What follows belongs to an exercise in optimizing a design on an open flow for small area and a short achievable clock period; a production flow would make more cautious choices.
At most, simulation tests tie the RTL to the original design; equivalence was not proved.
Power is estimated from default activity; no workload was simulated.

==> wip/umber: inputs <==
Design datapath, start of the top module:
module datapath (clk, writenum, readnum, write, datapath_in, vsel, loada, loadb, loadc, shift, asel, bsel, ALUop, loads, Z_out, datapath_out);
  input write, clk, loada, loadb, loadc, asel, bsel, loads, vsel;
  input [1:0] ALUop, shift;
  input [2:0] writenum, readnum;
  input [15:0] datapath_in;
  output reg Z_out;
  output reg [15:0] datapath_out;
  reg  [15:0] aloaded, in;
  wire [15:0] data_in, data_out, an, bn, cn;
  wire sn;
  assign data_in = vsel ? datapath_in : datapath_out;
  regfile REGFILE(data_in, writenum, write, readnum, clk, data_out);
  wire nla = ~loada, nlb = ~loadb;
  genvar b;
  generate
    for (b = 0; b < 16; b = b + 1) begin : ab
      hold_ao ha (.e(loada), .en(nla), .d(data_out[b]), .q(aloaded[b]), .o(an[b]));
      hold_ao hb (.e(loadb), .en(nlb), .d(data_out[b]), .q(in[b]), .o(bn[b]));
    end
  endgenerate
  always_ff @(posedge clk) aloaded <= an;
  always_ff @(posedge clk) in <= bn;
  ALU alu(aloaded, in, datapath_out, Z_out, datapath_in[4:0], shift, asel, bsel, ALUop,
          loadc, loads, cn, sn);
  always_ff @(posedge clk) Z_out <= sn;
  ...
export LEC_CHECK = 0
export CAP_MARGIN = 20
export CORE_MARGIN = 2
export CORE_UTILIZATION = 65
export CTS_BUF_LIST = sky130_fd_sc_hd__clkbuf_8 sky130_fd_sc_hd__clkbuf_16
export SETUP_SLACK_MARGIN = 3.0
export SLEW_MARGIN = 20
export SYNTH_HIERARCHICAL = 1
export SYNTH_MINIMUM_KEEP_SIZE = 0
create_clock -name core_clock -period 5.5 [get_ports {clk}]
standard.sh (not shown) runs the stock make flow with config.mk's settings and CLKGATE_MAP_FILE= SYNTH_SCRIPT=/design/flow/synth_recipe.tcl, a recipe that flattens the netlist after the stock synthesis.
==> flow/flow/run.sh <==
#!/bin/bash
# The standard layout (standard.sh), with every input and output port
# buffered by a buf_4 cell instead of the buffer the resizer picks by default.
set -euo pipefail
bash standard.sh 'BUFFER_PORTS_ARGS=-buffer_cell sky130_fd_sc_hd__buf_4' finish > make.log 2>&1
==> inputs of wip/sierra, as changes to wip/umber <==
--- a/flow/design.v
+++ b/flow/design.v
@@ -4,35 +4,26 @@
   input  [1:0]  shift, ALUop;
   input         Sq, asel, bsel, loadc, loads;
   output [15:0] Cn;
   output        Sn;
   wire s0, sl, sr, s15;
   bdec ud (.bsel(bsel), .sh(shift), .s0(s0), .sl(sl), .sr(sr));
   bdec15 ud15 (.bsel(bsel), .sh(shift), .s15(s15));
-  wire pa, subb;
-  gm_xnor2 upa (.a(asel), .b(ALUop[0]), .y(pa));
-  gm_buf usb (.a(ALUop[0]), .y(subb));
-  wire op0b, op1b, ldcb;
-  gm_buf ub0 (.a(ALUop[0]), .y(op0b));
-  gm_buf ub1 (.a(ALUop[1]), .y(op1b));
-  gm_buf ubc (.a(loadc), .y(ldcb));
-  wire [1:0] opb = {op1b, op0b};
+  wire ka, kn, k1;
+  adec ua (.asel(asel), .sub(ALUop[0]), .ka(ka), .kn(kn), .k1(k1));
   wire nokill = ~ALUop[1] & loadc;
   wire kz  = ~ALUop[1] & ~ALUop[0];
   wire [15:0] An  = ~Aq;
   wire [15:0] Ain = Aq & {16{~asel}};
   wire [16:0] bx  = {1'b0, Bq, 1'b0};
   wire [15:0] Bin, ai, g, t, xn, nd, q, zb;
   genvar i;
   generate
     for (i = 0; i < 16; i = i + 1) begin : b
-      wire na0, na1;
-      gm_nand2 ua0 (.a(Aq[i]), .b(pa), .y(na0));
-      gm_nand2 ua1 (.a(An[i]), .b(subb), .y(na1));
-      gm_nand2 ua (.a(na0), .b(na1), .y(ai[i]));
+      gm_a221o ua (.a1(ka), .a2(Aq[i]), .b1(kn), .b2(An[i]), .c1(k1), .x(ai[i]));
       if (i < 5) begin : lo
         wire n0, n1, n2, n3;
         gm_nand2 u0 (.a(s0), .b(bx[i+1]), .y(n0));
         gm_nand2 u1 (.a(sl), .b(bx[i]), .y(n1));
         gm_nand2 u2 (.a(sr), .b(bx[i+2]), .y(n2));
         gm_nand2 u3 (.a(bsel), .b(imm[i]), .y(n3));
         gm_nand4 ub (.a(n0), .b(n1), .c(n2), .d(n3), .y(Bin[i]));
@@ -48,24 +39,24 @@
         gm_nand2 u1 (.a(sl), .b(bx[i]), .y(n1));
         gm_nand2 ub (.a(n0), .b(n1), .y(Bin[i]));
       end
       gm_nand3 ug (.a(Bin[i]), .b(ai[i]), .c(nokill), .y(g[i]));
       gm_nor2 ut (.a(Bin[i]), .b(ai[i]), .y(t[i]));
       gm_xnor2 ux (.a(Ain[i]), .b(Bin[i]), .y(xn[i]));
       gm_nand2 un (.a(Ain[i]), .b(Bin[i]), .y(nd[i]));
-      zsel uq (.xn(xn[i]), .nd(nd[i]), .bin(Bin[i]), .op(opb), .q(q[i]));
+      zsel uq (.xn(xn[i]), .nd(nd[i]), .bin(Bin[i]), .op(ALUop), .q(q[i]));
       if (i == 0) begin : z0
         assign zb[0] = q[0];
       end else begin : zi
         zx uz (.q(q[i]), .tn(t[i-1]), .k(kz), .y(zb[i]));
       end
     end
   endgenerate
-  wire [15:0] y   = op1b ? (op0b ? ~Bin : ~nd) : ~xn;
-  wire [15:0] yc  = ldcb ? y : Cq;
+  wire [15:0] y   = ALUop[1] ? (ALUop[0] ? ~Bin : ~nd) : ~xn;
+  wire [15:0] yc  = loadc ? y : Cq;
   wire        sq  = ~(~loads & Sq);
   wire g1_1;
   wire g1_3;
   wire t1_3;
   wire g1_5;
   wire t1_5;
   wire g1_7;
@@ -238,23 +229,30 @@
 endmodule
 module bdec15(bsel, sh, s15);
   input bsel;
   input [1:0] sh;
   output s15;
   assign s15 = ~bsel & (sh[1] == sh[0]);
 endmodule
+module adec(asel, sub, ka, kn, k1);
+  input asel, sub;
+  output ka, kn, k1;
+  assign ka = ~asel & ~sub;
+  assign kn = ~asel & sub;
+  assign k1 = asel & sub;
+endmodule
 module z_fin(a, b, ldn, q, y);
   input a, b, ldn, q;
   output y;
   assign y = ~((a | b | ldn) & q);
 endmodule
-module gm_buf(a, y);
-  input a;
-  output y;
-  assign y = a;
+module gm_a221o(a1, a2, b1, b2, c1, x);
+  input a1, a2, b1, b2, c1;
+  output x;
+  assign x = (a1 & a2) | (b1 & b2) | c1;
 endmodule
 module gm_nand4(a, b, c, d, y);
   input a, b, c, d;
   output y;
   assign y = ~(a & b & c & d);
 endmodule
 module gm_nor2(a, b, y);
@@ -263,24 +261,44 @@
   assign y = ~(a | b);
 endmodule
 module gm_xnor2(a, b, y);
   input a, b;
   output y;
   assign y = ~(a ^ b);
 endmodule
+module gm_a22oi(a1, a2, b1, b2, y);
+  input a1, a2, b1, b2;
+  output y;
+  assign y = ~((a1 & a2) | (b1 & b2));
+endmodule
+module gm_a222oi(a1, a2, b1, b2, c1, c2, y);
+  input a1, a2, b1, b2, c1, c2;
+  output y;
+  assign y = ~((a1 & a2) | (b1 & b2) | (c1 & c2));
+endmodule
+module gm_a211oi(a1, a2, b1, c1, y);
+  input a1, a2, b1, c1;
+  output y;
+  assign y = ~((a1 & a2) | b1 | c1);
+endmodule
 module gm_nand2(a, b, y);
   input a, b;
   output y;
   assign y = ~(a & b);
 endmodule
 module gm_nand3(a, b, c, y);
   input a, b, c;
   output y;
   assign y = ~(a & b & c);
 endmodule
+module gm_nor3(a, b, c, y);
+  input a, b, c;
+  output y;
+  assign y = ~(a | b | c);
+endmodule
 module gm_inv(a, y);
   input a;
   output y;
   assign y = ~a;
 endmodule
 module cxor(c, y, o);
   input c, y;
@@ -303,54 +321,32 @@
   assign y = ~(a | b);
 endmodule
 module regfile(data_in, writenum, write, readnum, clk, data_out);
   input [15:0] data_in;
   input [2:0] writenum, readnum;
   input write, clk;
   output [15:0] data_out;
-  reg  [15:0] R [7:0];
-  wire [15:0] Rn [7:0];
-  genvar k, b;
-  generate
-    for (k = 0; k < 8; k = k + 1) begin : r
-      wire we = write & (writenum == k);
-      wire wn = ~we;
-      for (b = 0; b < 16; b = b + 1) begin : bit_
-        hold_ao h (.e(we), .en(wn), .d(data_in[b]), .q(R[k][b]), .o(Rn[k][b]));
-      end
-      always_ff @(posedge clk) R[k] <= Rn[k];
-    end
-  endgenerate
+  reg [15:0] R [7:0];
+  always_ff @(posedge clk)
+    if (write)
+      R[writenum] <= data_in;
   assign data_out = R[readnum];
 endmodule
-module hold_ao(e, en, d, q, o);
-  input e, en, d, q;
-  output o;
-  assign o = (e & d) | (en & q);
-endmodule
 module datapath (clk, writenum, readnum, write, datapath_in, vsel, loada, loadb, loadc, shift, asel, bsel, ALUop, loads, Z_out, datapath_out);
   input write, clk, loada, loadb, loadc, asel, bsel, loads, vsel;
   input [1:0] ALUop, shift;
   input [2:0] writenum, readnum;
   input [15:0] datapath_in;
   output reg Z_out;
   output reg [15:0] datapath_out;
   reg  [15:0] aloaded, in;
-  wire [15:0] data_in, data_out, an, bn, cn;
+  wire [15:0] data_in, data_out, cn;
   wire sn;
   assign data_in = vsel ? datapath_in : datapath_out;
   regfile REGFILE(data_in, writenum, write, readnum, clk, data_out);
-  wire nla = ~loada, nlb = ~loadb;
-  genvar b;
-  generate
-    for (b = 0; b < 16; b = b + 1) begin : ab
-      hold_ao ha (.e(loada), .en(nla), .d(data_out[b]), .q(aloaded[b]), .o(an[b]));
-      hold_ao hb (.e(loadb), .en(nlb), .d(data_out[b]), .q(in[b]), .o(bn[b]));
-    end
-  endgenerate
-  always_ff @(posedge clk) aloaded <= an;
-  always_ff @(posedge clk) in <= bn;
+  always_ff @(posedge clk) if (loada) aloaded <= data_out;
+  always_ff @(posedge clk) if (loadb) in <= data_out;
   ALU alu(aloaded, in, datapath_out, Z_out, datapath_in[4:0], shift, asel, bsel, ALUop,
           loadc, loads, cn, sn);
   always_ff @(posedge clk) Z_out <= sn;
   always_ff @(posedge clk) datapath_out <= cn;
 endmodule
- CORE_UTILIZATION: 65 -> 60
- CTS_BUF_LIST: sky130_fd_sc_hd__clkbuf_8 sky130_fd_sc_hd__clkbuf_16 -> not set
- SETUP_SLACK_MARGIN: 3.0 -> 2.5
==> inputs of wip/pepper, as changes to wip/umber <==
--- a/flow/design.v
+++ b/flow/design.v
@@ -1,70 +1,76 @@
 module ALU(Aq, Bq, Cq, Sq, imm, shift, asel, bsel, ALUop, loadc, loads, Cn, Sn);
   input  [15:0] Aq, Bq, Cq;
   input  [4:0]  imm;
   input  [1:0]  shift, ALUop;
   input         Sq, asel, bsel, loadc, loads;
   output [15:0] Cn;
   output        Sn;
-  wire s0, sl, sr, s15;
-  bdec ud (.bsel(bsel), .sh(shift), .s0(s0), .sl(sl), .sr(sr));
+  wire [1:0] s0, sl, sr, asb, subb, nokill, kz;   
+  wire s15;
   bdec15 ud15 (.bsel(bsel), .sh(shift), .s15(s15));
-  wire pa, subb;
-  gm_xnor2 upa (.a(asel), .b(ALUop[0]), .y(pa));
-  gm_buf usb (.a(ALUop[0]), .y(subb));
   wire op0b, op1b, ldcb;
   gm_buf ub0 (.a(ALUop[0]), .y(op0b));
   gm_buf ub1 (.a(ALUop[1]), .y(op1b));
   gm_buf ubc (.a(loadc), .y(ldcb));
   wire [1:0] opb = {op1b, op0b};
-  wire nokill = ~ALUop[1] & loadc;
-  wire kz  = ~ALUop[1] & ~ALUop[0];
+  genvar i;
+  generate
+    for (i = 0; i < 2; i = i + 1) begin : dec
+      bdec ud (.bsel(bsel), .sh(shift), .s0(s0[i]), .sl(sl[i]), .sr(sr[i]));
+      gm_buf uas (.a(asel), .y(asb[i]));
+      gm_buf usb (.a(ALUop[0]), .y(subb[i]));
+      gm_andn unk (.an(ALUop[1]), .b(loadc), .y(nokill[i]));
+      gm_or2 ukz (.a(ALUop[1]), .b(ALUop[0]), .y(kz[i]));
+    end
+  endgenerate
   wire [15:0] An  = ~Aq;
-  wire [15:0] Ain = Aq & {16{~asel}};
   wire [16:0] bx  = {1'b0, Bq, 1'b0};
-  wire [15:0] Bin, ai, g, t, xn, nd, q, zb;
-  genvar i;
+  wire [15:0] Ain, Bin, Bz, ai, g, t, xn, nd, wn, rn, zb;
   generate
     for (i = 0; i < 16; i = i + 1) begin : b
-      wire na0, na1;
-      gm_nand2 ua0 (.a(Aq[i]), .b(pa), .y(na0));
-      gm_nand2 ua1 (.a(An[i]), .b(subb), .y(na1));
-      gm_nand2 ua (.a(na0), .b(na1), .y(ai[i]));
+      localparam integer D = i / 8;
+      gm_nor2 uan (.a(An[i]), .b(asb[D]), .y(Ain[i]));
+      gm_xor2 ua (.a(Ain[i]), .b(subb[D]), .y(ai[i]));
       if (i < 5) begin : lo
         wire n0, n1, n2, n3;
-        gm_nand2 u0 (.a(s0), .b(bx[i+1]), .y(n0));
-        gm_nand2 u1 (.a(sl), .b(bx[i]), .y(n1));
-        gm_nand2 u2 (.a(sr), .b(bx[i+2]), .y(n2));
+        gm_nand2 u0 (.a(s0[D]), .b(bx[i+1]), .y(n0));
+        gm_nand2 u1 (.a(sl[D]), .b(bx[i]), .y(n1));
+        gm_nand2 u2 (.a(sr[D]), .b(bx[i+2]), .y(n2));
         gm_nand2 u3 (.a(bsel), .b(imm[i]), .y(n3));
         gm_nand4 ub (.a(n0), .b(n1), .c(n2), .d(n3), .y(Bin[i]));
+        gm_nand4 uz (.a(n0), .b(n1), .c(n2), .d(n3), .y(Bz[i]));
       end else if (i < 15) begin : mid
         wire n0, n1, n2;
-        gm_nand2 u0 (.a(s0), .b(bx[i+1]), .y(n0));
-        gm_nand2 u1 (.a(sl), .b(bx[i]), .y(n1));
-        gm_nand2 u2 (.a(sr), .b(bx[i+2]), .y(n2));
+        gm_nand2 u0 (.a(s0[D]), .b(bx[i+1]), .y(n0));
+        gm_nand2 u1 (.a(sl[D]), .b(bx[i]), .y(n1));
+        gm_nand2 u2 (.a(sr[D]), .b(bx[i+2]), .y(n2));
         gm_nand3 ub (.a(n0), .b(n1), .c(n2), .y(Bin[i]));
+        gm_nand3 uz (.a(n0), .b(n1), .c(n2), .y(Bz[i]));
       end else begin : top
         wire n0, n1;
         gm_nand2 u0 (.a(s15), .b(bx[i+1]), .y(n0));
-        gm_nand2 u1 (.a(sl), .b(bx[i]), .y(n1));
+        gm_nand2 u1 (.a(sl[D]), .b(bx[i]), .y(n1));
         gm_nand2 ub (.a(n0), .b(n1), .y(Bin[i]));
+        gm_nand2 uz (.a(n0), .b(n1), .y(Bz[i]));
       end
-      gm_nand3 ug (.a(Bin[i]), .b(ai[i]), .c(nokill), .y(g[i]));
+      gm_nand3 ug (.a(Bin[i]), .b(ai[i]), .c(nokill[D]), .y(g[i]));
       gm_nor2 ut (.a(Bin[i]), .b(ai[i]), .y(t[i]));
-      gm_xnor2 ux (.a(Ain[i]), .b(Bin[i]), .y(xn[i]));
-      gm_nand2 un (.a(Ain[i]), .b(Bin[i]), .y(nd[i]));
-      zsel uq (.xn(xn[i]), .nd(nd[i]), .bin(Bin[i]), .op(opb), .q(q[i]));
+      gm_xnor2 ux (.a(Ain[i]), .b(Bz[i]), .y(xn[i]));
+      gm_nand2 un (.a(Ain[i]), .b(Bz[i]), .y(nd[i]));
       if (i == 0) begin : z0
-        assign zb[0] = q[0];
+        gm_inv uz (.a(xn[0]), .y(wn[0]));
       end else begin : zi
-        zx uz (.q(q[i]), .tn(t[i-1]), .k(kz), .y(zb[i]));
+        zx uz (.q(xn[i]), .tn(t[i-1]), .kn(kz[D]), .y(wn[i]));
       end
+      gm_mux2i ur (.s(op0b), .a0(nd[i]), .a1(Bz[i]), .y(rn[i]));
+      gm_mux2i uq (.s(op1b), .a0(wn[i]), .a1(rn[i]), .y(zb[i]));
     end
   endgenerate
-  wire [15:0] y   = op1b ? (op0b ? ~Bin : ~nd) : ~xn;
+  wire [15:0] y   = op1b ? rn : ~xn;
   wire [15:0] yc  = ldcb ? y : Cq;
   wire        sq  = ~(~loads & Sq);
   wire g1_1;
   wire g1_3;
   wire t1_3;
   wire g1_5;
   wire t1_5;
@@ -213,24 +219,23 @@
   assign go = ~(gh & (th | gl));
 endmodule
 module pfx_inv(a, y);
   input a;
   output y;
   assign y = ~a;
 endmodule
-module zsel(xn, nd, bin, op, q);
-  input xn, nd, bin;
-  input [1:0] op;
-  output q;
-  assign q = op[1] ? (op[0] ? bin : nd) : xn;
+module gm_mux2i(s, a0, a1, y);
+  input s, a0, a1;
+  output y;
+  assign y = ~(s ? a1 : a0);
 endmodule
-module zx(q, tn, k, y);
-  input q, tn, k;
+module zx(q, tn, kn, y);
+  input q, tn, kn;
   output y;
-  assign y = q ^ (~tn & k);
+  assign y = ~(q ^ ~(tn | kn));
 endmodule
 module bdec(bsel, sh, s0, sl, sr);
   input bsel;
   input [1:0] sh;
   output s0, sl, sr;
   assign s0 = ~bsel & ~sh[1] & ~sh[0];
   assign sl = ~bsel & ~sh[1] & sh[0];
@@ -243,29 +248,44 @@
   assign s15 = ~bsel & (sh[1] == sh[0]);
 endmodule
 module z_fin(a, b, ldn, q, y);
   input a, b, ldn, q;
   output y;
   assign y = ~((a | b | ldn) & q);
 endmodule
+module gm_andn(an, b, y);
+  input an, b;
+  output y;
+  assign y = ~an & b;
+endmodule
 module gm_buf(a, y);
   input a;
   output y;
   assign y = a;
 endmodule
 module gm_nand4(a, b, c, d, y);
   input a, b, c, d;
   output y;
   assign y = ~(a & b & c & d);
 endmodule
+module gm_or2(a, b, y);
+  input a, b;
+  output y;
+  assign y = a | b;
+endmodule
 module gm_nor2(a, b, y);
   input a, b;
   output y;
   assign y = ~(a | b);
 endmodule
+module gm_xor2(a, b, y);
+  input a, b;
+  output y;
+  assign y = a ^ b;
+endmodule
 module gm_xnor2(a, b, y);
   input a, b;
   output y;
   assign y = ~(a ^ b);
 endmodule
 module gm_nand2(a, b, y);
   input a, b;
@@ -303,54 +323,47 @@
   assign y = ~(a | b);
 endmodule
 module regfile(data_in, writenum, write, readnum, clk, data_out);
   input [15:0] data_in;
   input [2:0] writenum, readnum;
   input write, clk;
   output [15:0] data_out;
-  reg  [15:0] R [7:0];
-  wire [15:0] Rn [7:0];
+  reg [15:0] R [7:0];
+  always_ff @(posedge clk)
+    if (write)
+      R[writenum] <= data_in;
+  wire [7:0] rs;
   genvar k, b;
   generate
-    for (k = 0; k < 8; k = k + 1) begin : r
-      wire we = write & (writenum == k);
-      wire wn = ~we;
-      for (b = 0; b < 16; b = b + 1) begin : bit_
-        hold_ao h (.e(we), .en(wn), .d(data_in[b]), .q(R[k][b]), .o(Rn[k][b]));
-      end
-      always_ff @(posedge clk) R[k] <= Rn[k];
+    for (k = 0; k < 8; k = k + 1) begin : dec
+      assign rs[k] = (readnum == k);
+    end
+    for (b = 0; b < 16; b = b + 1) begin : rd
+      rd8 m (.rs(rs), .r({R[7][b], R[6][b], R[5][b], R[4][b], R[3][b], R[2][b], R[1][b], R[0][b]}),
+             .y(data_out[b]));
     end
   endgenerate
-  assign data_out = R[readnum];
 endmodule
-module hold_ao(e, en, d, q, o);
-  input e, en, d, q;
-  output o;
-  assign o = (e & d) | (en & q);
+module rd8(rs, r, y);
+  input [7:0] rs, r;
+  output y;
+  assign y = |(rs & r);
 endmodule
 module datapath (clk, writenum, readnum, write, datapath_in, vsel, loada, loadb, loadc, shift, asel, bsel, ALUop, loads, Z_out, datapath_out);
   input write, clk, loada, loadb, loadc, asel, bsel, loads, vsel;
   input [1:0] ALUop, shift;
   input [2:0] writenum, readnum;
   input [15:0] datapath_in;
   output reg Z_out;
   output reg [15:0] datapath_out;
   reg  [15:0] aloaded, in;
-  wire [15:0] data_in, data_out, an, bn, cn;
+  wire [15:0] data_in, data_out, cn;
   wire sn;
   assign data_in = vsel ? datapath_in : datapath_out;
   regfile REGFILE(data_in, writenum, write, readnum, clk, data_out);
-  wire nla = ~loada, nlb = ~loadb;
-  genvar b;
-  generate
-    for (b = 0; b < 16; b = b + 1) begin : ab
-      hold_ao ha (.e(loada), .en(nla), .d(data_out[b]), .q(aloaded[b]), .o(an[b]));
-      hold_ao hb (.e(loadb), .en(nlb), .d(data_out[b]), .q(in[b]), .o(bn[b]));
-    end
-  endgenerate
-  always_ff @(posedge clk) aloaded <= an;
-  always_ff @(posedge clk) in <= bn;
+  always_ff @(posedge clk) if (loada) aloaded <= data_out;
+  always_ff @(posedge clk) if (loadb) in <= data_out;
   ALU alu(aloaded, in, datapath_out, Z_out, datapath_in[4:0], shift, asel, bsel, ALUop,
           loadc, loads, cn, sn);
   always_ff @(posedge clk) Z_out <= sn;
   always_ff @(posedge clk) datapath_out <= cn;
 endmodule
==> flow/flow/run.sh (replaced) <==
#!/bin/bash
# The standard layout (standard.sh), with every input and output port
# buffered by a buf_2 cell instead of the buffer the resizer picks by default.
set -euo pipefail
bash standard.sh 'BUFFER_PORTS_ARGS=-buffer_cell sky130_fd_sc_hd__buf_2' finish > make.log 2>&1
- CORE_UTILIZATION: 65 -> 60
- CTS_BUF_LIST: sky130_fd_sc_hd__clkbuf_8 sky130_fd_sc_hd__clkbuf_16 -> sky130_fd_sc_hd__clkbuf_4 sky130_fd_sc_hd__clkbuf_8
- SETUP_SLACK_MARGIN: 3.0 -> 2.9
==> summary.md <==
| Metric | Value |
|---|---|
| M1 wire length | `between 8 and 9 mm` |
| Run status | `complete, no violations` |
| Sw Share | `27.64%` |
| Layout cells sized above 1 | `a little over a quarter` |
| Req. time, crit path | `just under 6000 ps` |
| Leakage power | `0.004088 uW` |
| Fraction of area in multi-input gates | `approximately 38%` |
| Worst path most repeated cell | `nand2_1` |
| Minimum clock period | `2914 ps` |
| R2r setup slk | `3290 ps` |
| RSZ-0062 raised after global routing | `false` |
| DP Cell Count | `915` |
| Row cnt | `45` |
| Non-clock buffers | `64` |
| Clock power share | `between 30% and 40%` |
The numbers above come from wip/sierra.

==> summary.md <==
| Metric | Value |
|---|---|
| Non-clock buffers | `between 100 and 150` |
| Pwr dens | `387.8 mW/mm2` |
| Req. time, crit path | `5830 ps` |
| R2r setup slk | `around 3500 ps` |
| Slew HR | `33.58%` |
| DP Cell Count | `approximately 1,200` |
| GR peak layer | `met2` |
| Worst path most repeated cell | `buf_6` |
| Fraction of area in multi-input gates | `between 50% and 60%` |
| Layout cells sized above 1 | `28.41%` |
| Sw Share | `32.81%` |
| M1 wire length | `12.10 mm` |
| Leakage power | `roughly 0.0052 uW` |
| Clock power share | `27.6%` |
| Run status | `complete, no violations` |
| Max stage delay cell, worst path | `o21ai_4` |
| Minimum clock period | `2752 ps` |
| RSZ-0062 raised after global routing | `true` |
| Row cnt | `43` |
The numbers above come from wip/umber.

==> summary.md <==
| Metric | Value |
|---|---|
| Run status | `complete, no violations` |
| Top-count cell post-synth | `edfxtp_1` |
| Leakage power | `0.003604 uW` |
| Setup TNS | `0 ps` |
| Grt total ovfl | `0` |
| M1 wire length | `8.411 mm` |
| Non-clock buffers | `71` |
| Worst path most repeated cell | `o21ai_4` |
| Max reg flops | `128` |
| R2r setup slk | `between 3000 and 4000 ps` |
| Clock power share | `29.4%` |
| Minimum clock period | `~2500 ps` |
| Fraction of area in multi-input gates | `35.52%` |
| RSZ-0062 raised after global routing | `true` |
| Layout cells sized above 1 | `25.09%` |
| Crit path max-delay family | `simple AND/OR/NAND/NOR gates` |
The numbers above come from wip/pepper.

For wip/umber and wip/pepper, only the layout was checked, not whether the RTL still works.

## afterwards: timing with drivers on the ports
Ports are ideal in the flow. The routed layouts listed here were re-timed in OpenROAD. Step 1, drivers: a clkbuf_16 drives clk and a buf_2 each remaining input, both assumed. Step 2 adds t to the input delays and takes it off the output delays; t is the mean of the earliest and latest rising clock arrival at the registers after step 1. Input paths then give back, and output paths get back, about the clock's delay inside the block. Slacks: ideal ports / drivers / drivers and shift; pairs: ideal ports / drivers.
run	t, ns	setup WS [ns]	hold slack, ns	worst setup path after step 2
wip/umber	0.488	2.748 / 2.746 / 2.258	0.470 / 0.470 / 0.470	input to register
wip/sierra	0.477	2.586 / 2.609 / 2.132	0.473 / 0.473 / 0.473	input to register
wip/pepper	0.508	2.951 / 2.956 / 2.448	0.486 / 0.486 / 0.486	input to register
After both steps setup and hold are still met in every run listed. The setup slack of wip/pepper, which loses most, moves by +0.005 ns with the drivers and by -0.503 ns with both steps.
